From an optimization exercise on the open Yosys and OpenROAD flow, aimed at small area; shortcuts taken in it are not production practice. Function was checked by simulation only, so behaviour that the tests miss may differ from the original. Power and IR drop assume default switching activity.

==> design/flow/design.v <==
module dynamic_display_top(
	input wire sys_clk,
	input wire sys_rst_n,
	input wire stop,
	output wire stcp,
	output wire shcp,
	output wire ds,
	output wire oe
);
assign oe = ~sys_rst_n;
reg       stop_deb_n, stopped_n;
reg [3:0] deb_cnt;
reg [3:0] pre_m1;                     
wire      stop_deb = ~stop_deb_n;
wire      run_n = ~stopped_n;
wire deb_hit = (stop != stop_deb) && (deb_cnt == 4'b1000);    
always @(posedge sys_clk or negedge sys_rst_n)
	if (!sys_rst_n) begin
		stop_deb_n <= 1'b0;
		deb_cnt  <= 4'd0;
	end else begin
		if (stop != stop_deb)
			deb_cnt <= {deb_cnt[2:0], deb_cnt[3] ^ deb_cnt[2] ^ (deb_cnt[2:0] == 3'd0)};
		else
			deb_cnt <= 4'd0;
		if (deb_hit)
			stop_deb_n <= ~stop;
	end
always @(posedge sys_clk or negedge sys_rst_n)
	if (!sys_rst_n)
		stopped_n <= 1'b0;
	else if (deb_hit && stop_deb)
		stopped_n <= ~stopped_n;
always @(posedge sys_clk or negedge sys_rst_n)
	if (!sys_rst_n)
		pre_m1 <= 4'd0;
	else if (run_n)
		pre_m1 <= pre_m1 + 1'b1;
wire cnt_flag = (pre_m1 == 4'd13);
reg [3:0] d0, d1, d2, d3, d4, d5;
wire c0 = cnt_flag;
wire c1 = c0 & d0[0] & d0[3];
wire c2 = c1 & d1[0] & d1[3];
wire c3 = c2 & d2[0] & d2[3];
wire c4 = c3 & d3[0] & d3[3];
wire c5 = c4 & d4[0] & d4[3];
function [3:0] binc(input [3:0] q, input c);
	binc = {q[3] ^ (c & q[0] & (q[3] | (q[1] & q[2]))),
	        q[2] ^ (c & q[0] & q[1]),
	        q[1] ^ (c & q[0] & ~q[3]),
	        q[0] ^ c};
endfunction
always @(posedge sys_clk or negedge sys_rst_n)
	if (!sys_rst_n) begin
		d0 <= 4'd0; d1 <= 4'd0; d2 <= 4'd0;
		d3 <= 4'd0; d4 <= 4'd0; d5 <= 4'd0;
	end else begin
		d0 <= binc(d0, c0);
		d1 <= binc(d1, c1);
		d2 <= binc(d2, c2);
		d3 <= binc(d3, c3);
		d4 <= binc(d4, c4);
		d5 <= binc(d5, c5);
	end
reg [5:0] ph_n;                       
wire [5:0] ph = ~ph_n;
reg [2:0] idx_x;                      
wire [2:0] idx = idx_x ^ 3'b110;
reg [2:0] c7_x;                       
wire [2:0] c7 = c7_x ^ 3'b110;
reg [3:0] cvt_x;                      
wire [3:0] cvt = cvt_x ^ 4'b1010;
wire step4 = (ph[1:0] == 2'd3);
wire turn = (ph == 6'd3);             
always @(posedge sys_clk or negedge sys_rst_n)
	if (!sys_rst_n) begin
		ph_n <= 6'd0;
		idx_x <= 3'd0;
		c7_x <= 3'd0;
		cvt_x <= 4'd0;
	end else begin
		ph_n <= ph_n - 1'b1;
		if (turn)
			idx_x <= ((idx[2] & idx[0]) ? 3'd0 : idx + 1'b1) ^ 3'b110;    
		if (ph[2:0] == 3'd7)
			c7_x <= ((c7[2] & c7[1]) ? 3'd0 : c7 + 1'b1) ^ 3'b110;
		if (step4)
			cvt_x <= ((cvt[3] & cvt[1]) ? 4'd0 : cvt + 1'b1) ^ 4'b1010;
	end
wire first = (idx == 3'd6);           
wire started = ~(first & (ph == 6'd63));    
wire snap   = cvt[3] & cvt[1] & ph[1] & ~ph[0];
wire q0     = (ph[5:2] == 4'd0);
wire near   = (ph[5:4] == 2'd0) & ~q0;
wire [2:0] nidx = idx + 3'd1 + {2'd0, ph[5] | q0};
wire [3:0] b3 = (d3 != 4'd0 || d4 != 4'd0 || d5 != 4'd0) ? d3 : 4'd10;
wire [3:0] b4 = (d4 != 4'd0 || d5 != 4'd0) ? d4 : 4'd10;
wire [3:0] b5 = (d5 != 4'd0) ? d5 : 4'd10;
wire [31:0] dv = {d1, d0, b5, b4, b3, d2, d1, d0};
wire [3:0] sdig = dv[nidx*4 +: 4];
reg [3:0] qa, qb, disp;
always @(posedge sys_clk)
	if (snap)
		qa <= sdig;
always @(posedge sys_clk or negedge sys_rst_n)
	if (!sys_rst_n)
		qb <= 4'd0;
	else if (snap && near)
		qb <= sdig;
	else if (turn && !first)
		qb <= qa;
always @(posedge sys_clk or negedge sys_rst_n)
	if (!sys_rst_n)
		disp <= 4'd0;
	else if (turn)
		disp <= qb;
wire [6:0] seg;
assign seg[0] = (~disp[3] & ~disp[2] & ~disp[1] & disp[0]) | (disp[3] & disp[1]) | (disp[2] & ~disp[1] & ~disp[0]);
assign seg[1] = (disp[3] & disp[1]) | (disp[2] & ~disp[1] & disp[0]) | (disp[2] & disp[1] & ~disp[0]);
assign seg[2] = (~disp[2] & disp[1] & ~disp[0]);
assign seg[3] = (~disp[3] & ~disp[2] & ~disp[1] & disp[0]) | (disp[3] & disp[1]) | (disp[2] & ~disp[1] & ~disp[0]) | (disp[2] & disp[1] & disp[0]);
assign seg[4] = (disp[3] & disp[1]) | (disp[2] & ~disp[1]) | (disp[0]);
assign seg[5] = (~disp[3] & ~disp[2] & disp[0]) | (~disp[2] & disp[1]) | (disp[1] & disp[0]);
assign seg[6] = (~disp[3] & ~disp[2] & ~disp[1]) | (disp[3] & disp[1]) | (disp[2] & disp[1] & disp[0]);
wire [15:0] frame = {seg[0], seg[0],
                     seg[0], seg[1], seg[2], seg[3], seg[4], seg[5], seg[6],
                     idx != 3'd2,
                     idx == 3'd5, idx == 3'd4, idx == 3'd3,
                     idx == 3'd2, idx == 3'd1, idx == 3'd0};
assign ds = frame[{c7, ph[2]}];
assign shcp = started & ph[1];
assign stcp = started & step4 & (c7 == 3'd6) & ph[2];
endmodule
==> design/flow/flow/run.sh <==
#!/bin/bash
# Layout flow: the standard flow (standard.sh), with three changes:
#  - synthesis maps with an area-oriented ABC script (flow/abc.script)
#    instead of ORFS's delay-oriented one, and without mapping adders to
#    half/full-adder cells first; everything else in synthesis,
#    including the registers it makes, is unchanged;
#  - clock tree synthesis without dummy loads and with small buffers
#    (flow/cts_args);
#  - ports are buffered with the smallest buffer (buf_1).
# Each step's full output goes to its own log file in this folder.
set -euo pipefail
here=$(pwd)
rm -rf scripts_abc
cp -r "$FLOW_HOME/scripts" scripts_abc
cp flow/abc.script scripts_abc/abc_speed.script
cp flow/abc.script scripts_abc/abc_area.script
SCRIPTS_DIR="$here/scripts_abc" bash standard.sh ADDER_MAP_FILE= synth > synth.log 2>&1
CTS="-sink_clustering_enable -repair_clock_nets -dont_use_dummy_load"
if [[ -f flow/cts_args ]]; then CTS=$(cat flow/cts_args); fi
bash standard.sh "CTS_ARGS=$CTS" "BUFFER_PORTS_ARGS=-buffer_cell sky130_fd_sc_hd__buf_1" finish > layout.log 2>&1
==> design/flow/flow/abc.script <==
strash
&get -n
&deepsyn -T 60
&put
dch -f
amap
topo
==> design/flow/flow/cts_args <==
-sink_clustering_enable -repair_clock_nets -dont_use_dummy_load -buf_list sky130_fd_sc_hd__clkbuf_4
==> design/flow/standard.sh <==
#!/bin/bash
# synth_recipe.tcl (not shown) runs the flow's synth.tcl, then flattens the netlist and writes it again
# the make line also repeats each setting of config.mk as NAME=value (left out here)
make -C /OpenROAD-flow-scripts/flow DESIGN_CONFIG=/design/flow/config.mk WORK_HOME=/design/flow/orfs CLKGATE_MAP_FILE= SYNTH_SCRIPT=/design/flow/synth_recipe.tcl "${@:-finish}"
==> design/flow/config.mk <==
export PLATFORM = sky130hd
export DESIGN_NAME = dynamic_display_top
export DESIGN_NICKNAME = dynamic_display_top
export VERILOG_FILES = /design/flow/design.v
export SDC_FILE = /design/flow/constraint.sdc
export NUM_CORES = 4
export LEC_CHECK = 0
export CAP_MARGIN = 0
export CORE_MARGIN = 2
export CORE_UTILIZATION = 40
export SLEW_MARGIN = 0
==> design/flow/constraint.sdc <==
create_clock -name core_clock -period 10.0 [get_ports {sys_clk}]
set_input_delay 2.0000 -clock core_clock [delete_from_list [all_inputs] [get_ports {sys_clk}]]
set_output_delay 2.0000 -clock core_clock [all_outputs]
set_load 0.01 [all_outputs]
==> results of run 1 <==
[worst min-delay path, cell delays in order, from the launching register on]
cell and delay (ns):
sky130_fd_sc_hd__edfxtp_1 0.32, sky130_fd_sc_hd__a22oi_1 0.06, sky130_fd_sc_hd__o21ai_0 0.07
[kinds of logic (layout without fill, tap and decap cells)]
family	after synthesis	in the layout	synth area share [%]
simple gates	131	131	19.9
flops	62	62	55.7
compound gates	82	82	18.7
buf+inv	43	59	5.72
[layer usage]
layer	routed length, µm	part of all wire, %	global-route usage, %
met5	0	0	0
met4	38	0.76	5.73
met3	117	2.3	5.66
met2	2350	47	23.4
met1	2530	50	20.2
[synthesized netlist by cell type, drive strengths merged, types with 4 or more instances]
library cell	number	share of area, %
a31oi	4	0.89
nor2b	5	1.1
a21oi	21	3.7
clkinv	43	5.7
nand2	22	2.9
o22ai	9	2.0
a22oi	4	1.1
nor4	4	0.89
nor3	12	2.1
o21a	12	3.2
dfrtp	58	51
nand3	7	1.2
o21ai	15	2.7
nor2	72	9.6
and3	5	1.1
edfxtp	4	4.3
[final cells by class]
cell class	instances	area, µm²	share of cell area [%]
Tap cell	96	120	3.95
Sequential cell	62	1570	51.7
Multi-Input combinational cell	213	1090	35.8
Clock buffer	9	67.6	2.22
Timing Repair Buffer	7	31.3	1.03
Inverter	43	161	5.31
[path summary, 6_finish.rpt]
check                      depth (start not counted)  slack (ns)      start  endpoint
setup / recovery                                   4        5.04  sys_rst_n        oe
hold / removal                                     2        0.47      qa[0]     qb[0]
setup reg to reg                                  13        7.02  pre_m1[2]     d5[2]
hold reg to reg                                    2        0.47      qa[0]     qb[0]
max in group asynchronous                          2        7.75  sys_rst_n     d5[2]
min in group asynchronous                          2        1.75  sys_rst_n  cvt_x[3]
[report_power, final]
group	total [mW]	switching, mW	internal, mW	leakage (nW)
Combinational	0.0629	0.0359	0.0270	0.460
Sequential	0.297	0.0184	0.279	0.775
Clock	0.113	0.0712	0.0418	0.0414
Total	0.473	0.126	0.348	1.28
==> results.py, run 1 <==
metrics = {
    "sta": {
        "number_of_failing_hold_endpoints_at_the_final_stage": 0,
        "finalSetupTns_ns": 0,
        "number_of_failing_setup_endpoints_in_the_final_timing_report": 0,
        "rsz0062_at_grt": "false",
        "worst_slack_ns": 5.04,
        "finalClockSkew_ns": 0.0246,
        "relSlewSlack_pct": 34.8,
        "min_period_over_period_pct": 49.6,
        "slew_viol_final": 0,
        "tightestPinTransition_ns": 0.970,
        "whs_ns": 0.465,
        "final.min_clock_period_ns": 4.96,
        "fmaxAchievable_mhz": 202,
    },
    "layout": {
        "flip_flop_count_of_the_largest_register_after_layout": 6,
        "final_util_pct": 44.8,
        "layout.filler_cells": 666,
        "final_cell_mix": "72 x sky130_fd_sc_hd__nor2_1, 58 x sky130_fd_sc_hd__dfrtp_1, 43 x sky130_fd_sc_hd__clkinv_1",
        "fin_nets": 339,
        "fraction_of_layout_instances_using_a_drive_strength_above_1_pct": 3.29,
        "layout_commonest_cell": "sky130_fd_sc_hd__nor2_1",
        "antenna_cells": 0,
        "finalNonFillerCells": 430,
        "area_delta_synth_final_pct": 7.76,
        "post-route-cell-area_mm2": 0.00304,
        "largest_register": "ph_n",
    },
    "power": {
        "p_per_area_mw_per_mm2": 156,
        "static-leakage-power_nw": 1.28,
        "fin_total_pwr_mw": 0.473,
        "peakVddDrop_v": 0.0000830,
    },
    "die": {
        "num_rows": 30,
        "initial_utilization_pct": 41.5,
        "die_width_um": 88.0,
        "die_area_mm2": 0.00774,
        "fp.coreArea_mm2": 0.00679,
        "dieHeight_um": 88.0,
        "io_pins": 7,
    },
    "critical_path": {
        "worst_path_largest_cell_delay_ns": 0.57,
        "worstSetupEndpointType": "output pin",
        "crit_path_cell_trace": "clkbuf_2, buf_4, clkinv_1, buf_1",
        "cp.arrival_ns": 2.96,
        "critical-path-top-delay-family": "buffers and inverters",
        "critical_path_buf_inv_count": 4,
        "start_kind": "input pin",
        "path_max_fanout": 59,
        "slowest_stage_cell_crit_path": "sky130_fd_sc_hd__buf_4",
        "worst_ep_required_time_ns": 8.00,
        "path_class": "in -> out",
    },
    "grt": {
        "grt_pass1_wl_um": 9220,
        "globalRoute.totalOverflow": 0,
        "track_usage_pct": 15.4,
        "largest_net_degree_at_the_start_of_global_routing": 60,
        "antenna_violations_before_repair": 0,
        "via_count_of_the_first_global_routing_pass": 2074,
    },
    "route": {
        "initial_drt_pass_iterations": 4,
        "drt_iter0_markers": 148,
        "route.detailed.drc": 0,
        "antenna_violating_nets_post_route": 0,
        "routed-via-count": 2142,
        "finalWirelength_um": 5030,
        "routed_len_inst_um": 11.7,
        "vias_per_cell": 4.98,
    },
    "cts": {
        "cts.sink_count": 62,
        "postCtsHoldBufs": 0,
        "post_cts.resized_instances": 0,
        "post_cts.repair.setup_buffers": 0,
        "max-clock-path-buffers": 2,
        "numCtsBuffers": 9,
        "cts_root_buf": "sky130_fd_sc_hd__clkbuf_4",
        "worstSkewPairLatency_ns": 0.38,
        "cts.clk_slew.worst_paths_ns": 0.08,
        "clock_tree.htree_level_count": 3,
        "cts_tree": "built",
    },
    "run": {
        "drv_cap": 0,
    },
    "yosys": {
        "netlist_instances": 318,
        "synth.net_count": 321,
        "synth-edff-count": 4,
        "synth-warning-count": 1,
        "mappedNetlistArea_mm2": 0.00282,
        "post_synth.cell_area_avg_um2": 8.87,
        "synth_seq_area_share_pct": 55.7,
        "asyncSetResetFlopFracSynth_pct": 93.5,
        "synth-main-ff-cell": "sky130_fd_sc_hd__dfrtp_1",
        "yosysUniqueCellTypes": 30,
        "yosys_register_bits": 62,
    },
    "hold_path": {
        "hold_path_class": "reg -> reg",
    },
    "placed_design": {
        "post_place_cells": 421,
        "postPlaceCellArea_mm2": 0.00297,
        "pre_cts_ws_ns": 4.97,
        "globalplace.congestion": 0.806,
        "place.detailed.hpwl_um": 3740,
        "io_buffer_count": 6,
    },
    "status": {
        "run_status": "timing/DRC/antenna clean",
    },
}
==> run 2: changes to the inputs <==
--- a/design/flow/config.mk
+++ b/design/flow/config.mk
@@ -5,7 +5,7 @@
 export SDC_FILE = /design/flow/constraint.sdc
 export NUM_CORES = 4
 export LEC_CHECK = 0
-export CAP_MARGIN = 0
+export CAP_MARGIN = 20
 export CORE_MARGIN = 2
 export CORE_UTILIZATION = 40
-export SLEW_MARGIN = 0
+export SLEW_MARGIN = 20
==> run 2 against run 1 <==
Against the previous run: global-route usage did not move; critical endpoint unchanged; largest cell class unchanged; still clean; register-to-register slack about the same; core utilization up 0.092 points; non-clock buffer count unchanged; critical path type unchanged; die area stayed put; cell area is 0.21% higher.
==> results.py, run 2 <==
metrics = {
    "cts": {
        "cts.clk_slew.worst_paths_ns": 0.08,
        "clock_tree.htree_level_count": 3,
        "cts.sink_count": 62,
        "postCtsHoldBufs": 0,
        "worstSkewPairLatency_ns": 0.38,
        "cts_root_buf": "sky130_fd_sc_hd__clkbuf_4",
        "post_cts.resized_instances": 0,
        "cts_tree": "built",
        "post_cts.repair.setup_buffers": 0,
        "numCtsBuffers": 9,
        "max-clock-path-buffers": 2,
    },
    "yosys": {
        "synth-main-ff-cell": "sky130_fd_sc_hd__dfrtp_1",
        "synth-edff-count": 4,
        "synthTopCellsByCount": "72 x sky130_fd_sc_hd__nor2_1, 58 x sky130_fd_sc_hd__dfrtp_1, 43 x sky130_fd_sc_hd__clkinv_1",
        "mappedNetlistArea_mm2": 0.00282,
        "yosys_register_bits": 62,
        "netlist_instances": 318,
        "synth_seq_area_share_pct": 55.7,
        "synth_top_cell_by_area": "sky130_fd_sc_hd__dfrtp_1",
        "netlist.area_leader.share_pct": 51.4,
        "yosysUniqueCellTypes": 30,
        "synthMostInstantiatedCell": "sky130_fd_sc_hd__nor2_1",
        "synth.net_count": 321,
        "synth-warning-count": 1,
        "synth_top_cells_by_area": "sky130_fd_sc_hd__dfrtp_1 51%, sky130_fd_sc_hd__nor2_1 9.6%, sky130_fd_sc_hd__clkinv_1 5.7%",
        "post_synth.cell_area_avg_um2": 8.87,
        "asyncSetResetFlopFracSynth_pct": 93.5,
    },
    "sta": {
        "number_of_failing_setup_endpoints_in_the_final_timing_report": 0,
        "finalSetupTns_ns": 0,
        "rsz0062_at_grt": "false",
        "min_period_over_period_pct": 49.6,
        "final.min_clock_period_ns": 4.96,
        "tightestPinTransition_ns": 0.726,
        "slew_viol_final": 0,
        "relSlewSlack_pct": 51.6,
        "fmaxAchievable_mhz": 202,
        "number_of_failing_hold_endpoints_at_the_final_stage": 0,
        "finalClockSkew_ns": 0.0249,
    },
    "critical_path": {
        "start_kind": "input pin",
        "path_class": "in -> out",
        "worstSetupEndpointType": "output pin",
        "path_max_fanout": 59,
        "cp.arrival_ns": 2.96,
        "worst_ep_required_time_ns": 8.00,
    },
    "grt": {
        "globalRoute.totalOverflow": 0,
        "largest_net_degree_at_the_start_of_global_routing": 60,
        "track_usage_pct": 15.4,
        "antenna_violations_before_repair": 0,
        "via_count_of_the_first_global_routing_pass": 2074,
        "grt_pass1_wl_um": 9220,
    },
    "layout": {
        "largest_register": "ph_n",
        "area_delta_synth_final_pct": 7.98,
        "final_cell_mix": "72 x sky130_fd_sc_hd__nor2_1, 58 x sky130_fd_sc_hd__dfrtp_1, 43 x sky130_fd_sc_hd__clkinv_1",
        "fraction_of_layout_instances_using_a_drive_strength_above_1_pct": 3.59,
        "layout_commonest_cell": "sky130_fd_sc_hd__nor2_1",
        "flip_flop_count_of_the_largest_register_after_layout": 6,
        "fin_nets": 339,
        "antenna_cells": 0,
    },
    "route": {
        "routed-via-count": 2159,
        "drt_iter0_markers": 151,
        "initial_drt_pass_iterations": 4,
        "route.detailed.drc": 0,
        "routed_len_inst_um": 11.7,
        "vias_per_cell": 5.02,
        "finalWirelength_um": 5050,
        "antenna_violating_nets_post_route": 0,
    },
    "power": {
        "p_per_area_mw_per_mm2": 155,
        "fin_total_pwr_mw": 0.473,
        "peakVddDrop_v": 0.0000830,
        "static-leakage-power_nw": 1.28,
    },
    "hold_path": {
        "hold_path_class": "reg -> reg",
    },
    "status": {
        "run_status": "timing/DRC/antenna clean",
    },
    "die": {
        "die_width_um": 88.0,
        "initial_utilization_pct": 41.5,
        "fp.coreArea_mm2": 0.00679,
        "die_area_mm2": 0.00774,
        "dieHeight_um": 88.0,
        "io_pins": 7,
        "num_rows": 30,
    },
    "placed_design": {
        "place.detailed.hpwl_um": 3740,
        "io_buffer_count": 6,
        "globalplace.congestion": 0.806,
    },
    "run": {
        "drv_cap": 0,
    },
}
==> run 2: cells by family (layout without fill, tap and decap cells) <==
logic type,Yosys count,in the layout,share of synthesized area (%)
and+or+nand+nor,131,131,19.9
buffers and inverters,43,59,5.72
AOI/OAI and AO/OA,82,82,18.7
DFF,62,62,55.7
==> run 2: report_power, final <==
| part | internal, mW | leakage, nW | switching (mW) |
|---|---|---|---|
| clock network | 0.0418 | 0.0414 | 0.0712 |
| registers | 0.279 | 0.775 | 0.0184 |
| logic | 0.0270 | 0.460 | 0.0359 |
| total | 0.348 | 1.28 | 0.126 |
==> run 2: final timing paths <==
| path | start | end | slack (ns) | cells after the start |
|---|---|---|---|---|
| max | sys_rst_n | oe | 5.04 | 4 |
| min | qa[0] | qb[0] | 0.47 | 2 |
| max reg2reg | pre_m1[2] | d5[2] | 7.02 | 13 |
| min reg2reg | qa[0] | qb[0] | 0.47 | 2 |
| max in group asynchronous | sys_rst_n | d5[2] | 7.75 | 2 |
| min in group asynchronous | sys_rst_n | cvt_x[3] | 1.75 | 2 |
==> run 2: per-layer routing <==
metal  part of all wire [%]  GRT usage (%)  vias up  routed length (µm)
met1                     50           20.2     1002                2540
met3                    2.2           5.66        2                 110
met2                     47           23.4       16                2360
met5                      0              0        -                   0
li1                       -              -     1139                   -
met4                   0.75           5.73        0                  38
==> run 2: metrics by stage <==
stage	hold WS (ns)	utilization, %	instances	setup slack (ns)	cell area [µm²]
finish	0.465	44.8	430	5.04	3050
global route	0.492	44.8	430	4.83	3050
CTS	0.464	44.8	430	4.97	3040
detailed placement	0.460	43.8	421	4.97	2970
global placement	0.453	43.8	421	4.98	2970
floorplan	0.440	-	318	5.92	2820
==> run 2: cell type report <==
cell class | count | area (µm²)
clock buffers | 9 | 67.6
fillers | 665 | 3750
inverters | 43 | 161
multi-input cells | 213 | 1090
flip-flops and latches | 62 | 1570
well taps | 96 | 120
repair buffers | 7 | 31.3
==> run 2: worst max-delay path, cell delays in order <==
cell                       delay, ns
sky130_fd_sc_hd__clkbuf_2       0.08
sky130_fd_sc_hd__buf_4          0.57
sky130_fd_sc_hd__clkinv_1       0.14
sky130_fd_sc_hd__buf_1          0.16

## what the ideal ports hide
No port has a modelled driver above. Below, the same layouts with a new extraction and two added sets of constraints.
Step 1 (the two cells are an assumption about what drives the block):
set clk [get_ports {sys_clk}]
set_driving_cell -lib_cell sky130_fd_sc_hd__clkbuf_16 $clk
set_driving_cell -lib_cell sky130_fd_sc_hd__buf_2 [delete_from_list [all_inputs] $clk]
Step 2, shift: input delay + t, output delay - t, t = (earliest + latest rising clock arrival at the registers) / 2. This alone moves slack from input paths to output paths.
Slacks: ideal ports / drivers / drivers and shift; pairs: ideal ports / drivers.
| run | t (ns) | setup slack, ns | worst setup path after step 2 | clock arrival spread, ns | slew at the worst register clock pin (ns) |
|---|---|---|---|---|---|
| run 1 | 0.398 | 5.039 / 5.017 / 5.017 | input to output | 0.025 / 0.025 | 0.09 / 0.09 |
| run 2 | 0.398 | 5.038 / 5.016 / 5.016 | input to output | 0.025 / 0.025 | 0.09 / 0.09 |
After both steps every run listed still meets setup and hold.
